This design comes from an exercise in tuning for small area and a short achievable clock period on the open sky130 flow, not from production work. Function was checked by simulation only, so behaviour that the tests miss may differ from the original. Power and IR drop assume default switching activity.

== wip/raven ==
// lightHashDES
module lightHashDES(
    input              clk,
    input              M_valid,
    input              rst_n,
    input      [7:0]   M,
    input     [63:0]   input_length,
    output reg         hash_ready,
    output     [31:0]  digest
);
    reg        busy;
    reg [63:0] counter;
    reg        a_t, b_t, c_t;  
    reg  [6:0] f;              
    wire [63:0] counter_d;
    wire start = !busy && M_valid;
    wire z1;
    wire z2;
    wire z3;
    wire z4;
    wire z5;
    wire z6;
    wire z7;
    wire z8;
    wire z9;
    wire z10;
    wire z11;
    wire z12;
    wire z13;
    wire z14;
    wire z15;
    wire z16;
    wire z17;
    wire z18;
    wire z19;
    wire z20;
    wire z21;
    wire z22;
    wire z23;
    wire z24;
    wire z25;
    wire z26;
    wire z27;
    wire z28;
    wire z29;
    wire z30;
    wire z31;
    wire z32;
    wire z33;
    wire z34;
    wire z35;
    wire z36;
    wire z37;
    wire z38;
    wire z39;
    wire z40;
    wire z41;
    wire z42;
    wire z43;
    wire z44;
    wire z45;
    wire z46;
    wire z47;
    wire z48;
    wire z49;
    wire z50;
    wire z51;
    wire z52;
    wire z53;
    wire z54;
    wire z55;
    wire z56;
    wire zi57;
    wire z58;
    wire z59;
    wire zi60;
    wire z61;
    wire z62;
    wire zi63;
    wire z64;
    wire z65;
    wire zi66;
    wire z67;
    wire z68;
    wire z69;
    wire zi70;
    wire z71;
    wire z72;
    wire z73;
    wire z74;
    wire zi75;
    wire z76;
    wire z77;
    wire z78;
    wire zi79;
    wire z80;
    wire z81;
    wire zi82;
    wire z83;
    wire zi84;
    wire z85;
    wire z86;
    wire z87;
    wire z88;
    wire z89;
  ...
Settings: LEC_CHECK=0, CAP_MARGIN=20, CORE_MARGIN=2, CORE_UTILIZATION=40, SETUP_SLACK_MARGIN=1.5, SLEW_MARGIN=20, SYNTH_HIERARCHICAL=1; clock period 3.3 ns.
standard.sh (not shown) runs the stock make flow with config.mk's settings and CLKGATE_MAP_FILE= SYNTH_SCRIPT=/design/flow/synth_recipe.tcl, a recipe that flattens the netlist after the stock synthesis.
==> flow/flow/run.sh <==
#!/bin/bash
cp standard.sh standard.sh.txt
export BUFFER_PORTS_ARGS="-buffer_cell sky130_fd_sc_hd__buf_1"
bash standard.sh > standard.log 2>&1
wip/raven ended with every stage complete and zero timing, DRC or antenna violations.
The inputs of wip/yarrow differ from those of wip/raven as listed below.
Settings: a change of SETUP_SLACK_MARGIN from 1.5 to 1.6; an added ABC_CLOCK_PERIOD_IN_PS of 1000.
Sequential cell count: wip/yarrow vs wip/raven identical
Cmp wip/yarrow and wip/raven / utilization / lower: wip/raven
wip/yarrow finished end to end and its layout was clean on timing, DRC and antenna.
Summary — routed wire length, wip/yarrow relative to wip/raven: higher, by 210 µm.
wip/yarrow and wip/raven ended up with nearly the same clock transition at the registers of the reported paths.
Min worst path setup slack after routing across wip/yarrow and wip/raven: wip/raven
In wip/yarrow the area share of buffers outside the clock network turned out 0.16 points higher than in wip/raven.
Synthesis-to-layout area growth: wip/yarrow higher than wip/raven
The inputs of wip/ember differ from those of wip/yarrow as listed below.
Settings: SETUP_SLACK_MARGIN: 1.6 -> 1.7; ABC_CLOCK_PERIOD_IN_PS: 1000 -> unset.
## What came out
wip/ember went all the way through synthesis, placement and routing and the layout is clean on timing, DRC and antenna.
Compared with wip/yarrow, wip/ember shows a higher final area.
wip/ember: relative area of clock buffers and inverters in the final design 0.37 points below wip/yarrow
Power grows by a few percent when moving from wip/yarrow to wip/ember.
On final critical delay including setup and external delays, wip/yarrow and wip/ember are neck and neck.
wip/ember vs. wip/yarrow: average via count per standard cell lower; post-detailed-placement half-perimeter wirelength lower; initial antenna violation count roughly the same.
Total wire length, wip/ember vs wip/yarrow: up by a few percent
--- input diff wip/ember..wip/harbor ---
Settings: CORE_UTILIZATION now 60, was 40; SETUP_SLACK_MARGIN now 1.6, was 1.7.
Notes after the runs:
wip/ember closes out successfully: all stages finished, all timing, DRC and antenna checks passed.
wip/harbor completed end to end with timing, DRC and antenna clean.
Relative to wip/ember, the final cell area reported for wip/harbor is lower.
Against wip/ember, net load switching power in wip/harbor fell by a few percent.
From wip/ember to wip/harbor the numbers moved as follows: die area fell by 3600 µm², wire length after detailed routing fell by 7.0%, non-clock buffer contribution to total cell area fell by 1.1 points.

* * *

lightHashDES again, from the RTL that the note above started with.
## lightHashDES
module lightHashDES(
    input              clk,
    input              M_valid,
    input              rst_n,
    input      [7:0]   M,
    input     [63:0]   input_length,
    output reg         hash_ready,
    output     [31:0]  digest
);
    reg        busy;
    reg [63:0] counter;
    reg        a_t, b_t, c_t;  
    reg  [6:0] f;              
    wire [63:0] counter_d;
    wire start = !busy && M_valid;
    wire z1;
    wire z2;
    wire z3;
    wire z4;
    wire z5;
    wire z6;
    wire z7;
    wire z8;
    wire z9;
    wire z10;
    wire z11;
    wire z12;
    wire z13;
    wire z14;
    wire z15;
    wire z16;
    wire z17;
    wire z18;
    wire z19;
    wire z20;
    wire z21;
    wire z22;
    wire z23;
    wire z24;
    wire z25;
    wire z26;
    wire z27;
    wire z28;
    wire z29;
    wire z30;
    wire z31;
    wire z32;
    wire z33;
    wire z34;
    wire z35;
    wire z36;
    wire z37;
    wire z38;
    wire z39;
    wire z40;
    wire z41;
    wire z42;
    wire z43;
    wire z44;
    wire z45;
    wire z46;
    wire z47;
    wire z48;
    wire z49;
    wire z50;
    wire z51;
    wire z52;
    wire z53;
    wire z54;
    wire z55;
    wire z56;
    wire zi57;
    wire z58;
    wire z59;
    wire zi60;
    wire z61;
    wire z62;
    wire zi63;
    wire z64;
    wire z65;
    wire zi66;
    wire z67;
    wire z68;
    wire z69;
    wire zi70;
    wire z71;
    wire z72;
    wire z73;
    wire z74;
    wire zi75;
    wire z76;
    wire z77;
    wire z78;
    wire zi79;
    wire z80;
    wire z81;
    wire zi82;
    wire z83;
    wire zi84;
    wire z85;
    wire z86;
    wire z87;
    wire z88;
    wire z89;
    wire z90;
    wire zi91;
    wire z92;
    wire zg93;
    wire zi94;
    wire z95;
    wire zi96;
    wire z97;
    wire z98;
    wire zg99;
    wire z100;
    wire z101;
    wire zi102;
    wire z103;
    wire zg104;
    wire zi105;
    wire z106;
    wire z107;
    wire zi108;
    wire z109;
    wire zg110;
    wire zi111;
    wire z112;
    wire zi113;
    wire z114;
    wire z115;
    wire zg116;
    wire z117;
    wire zi118;
    wire z119;
    wire z120;
    wire zg121;
    wire z122;
    wire zi123;
    wire z124;
    wire z125;
    wire zg126;
    wire z127;
    wire zi128;
    wire z129;
    wire z130;
    wire zg131;
    wire z132;
    wire z133;
  ...
export LEC_CHECK = 0
export ABC_CLOCK_PERIOD_IN_PS = 1600
export CAP_MARGIN = 20
export CORE_MARGIN = 2
export CORE_UTILIZATION = 40
export SETUP_SLACK_MARGIN = 1.6
export SLEW_MARGIN = 20
export SYNTH_HIERARCHICAL = 1
create_clock -name core_clock -period 3.3 [get_ports {clk}]
Scripts as last shown in full above: flow/flow/run.sh
The first run completed with no timing, DRC or antenna violations.
Next try:
--- a/flow/flow/run.sh
+++ b/flow/flow/run.sh
@@ -3,0 +4 @@
+export SKIP_GATE_CLONING=1
ABC_CLOCK_PERIOD_IN_PS = default   (was 1600)
Effect:
- The changed run ran to the end with no violations
- setup slack got worse by 0.025 ns
- critical path depth rises by 9
- via count is about the same
- die area is unchanged
- cell count rises slightly
- utilization rises by 1.0 points
- final area rises by a few percent
- register-to-register slack got worse by 0.02 ns
- non-clock buffer count rises by 5
- wire length rises slightly
- maximum frequency falls slightly
Next try:
--- a/flow/flow/run.sh
+++ b/flow/flow/run.sh
@@ -4 +3,0 @@
-export SKIP_GATE_CLONING=1
Outcome:
- The new run completed without violations
- final area went down by 2.0%
- flip-flop and latch count is unchanged
- synthesized area stays the same
- maximum frequency grows by 1.5%
- power is lower by 1.3%
- worst setup slack gets better by 0.025 ns

## re-timing with driven ports
In the flow no input, the clock included, has a driving cell. The finished layouts below were timed again as built, in two steps.
Step 1: set_driving_cell puts a clkbuf_16 on clk and a buf_2 on each other input, an assumption about the parent block.
Step 2 moves the port delays by t, midway between the first and last clock arrival at a register: inputs arrive t later, outputs are due t later. That takes back most of the time a late clock gives input paths.
Three values: ideal ports, drivers, drivers and shift; two values: the first two.
| run | t, ns | setup slack, ns | hold slack, ns | worst data-port slew with drivers (ns) |
|---|---|---|---|---|
| wip/raven | 0.384 | 1.578 / 1.566 / 1.202 | 0.080 / 0.092 / 0.427 | 0.06 |
| wip/yarrow | 0.374 | 1.676 / 1.645 / 1.358 | 0.096 / 0.088 / 0.426 | 0.05 |
| wip/ember | 0.380 | 1.677 / 1.677 / 1.429 | 0.085 / 0.080 / 0.460 | 0.05 |
| wip/harbor | 0.367 | 1.630 / 1.630 / 1.348 | 0.109 / 0.107 / 0.431 | 0.05 |
| the first run of note 2 | 0.374 | 1.676 / 1.645 / 1.358 | 0.096 / 0.088 / 0.426 | 0.05 |
| the second run of note 2 | 0.374 | 1.652 / 1.644 / 1.358 | 0.098 / 0.090 / 0.426 | 0.05 |
| the third run of note 2 | 0.374 | 1.676 / 1.645 / 1.358 | 0.096 / 0.088 / 0.426 | 0.05 |
After both steps every run listed still meets setup and hold. For wip/raven, which loses most, drivers alone change the setup slack by -0.012 ns; drivers and shift together by -0.376 ns.
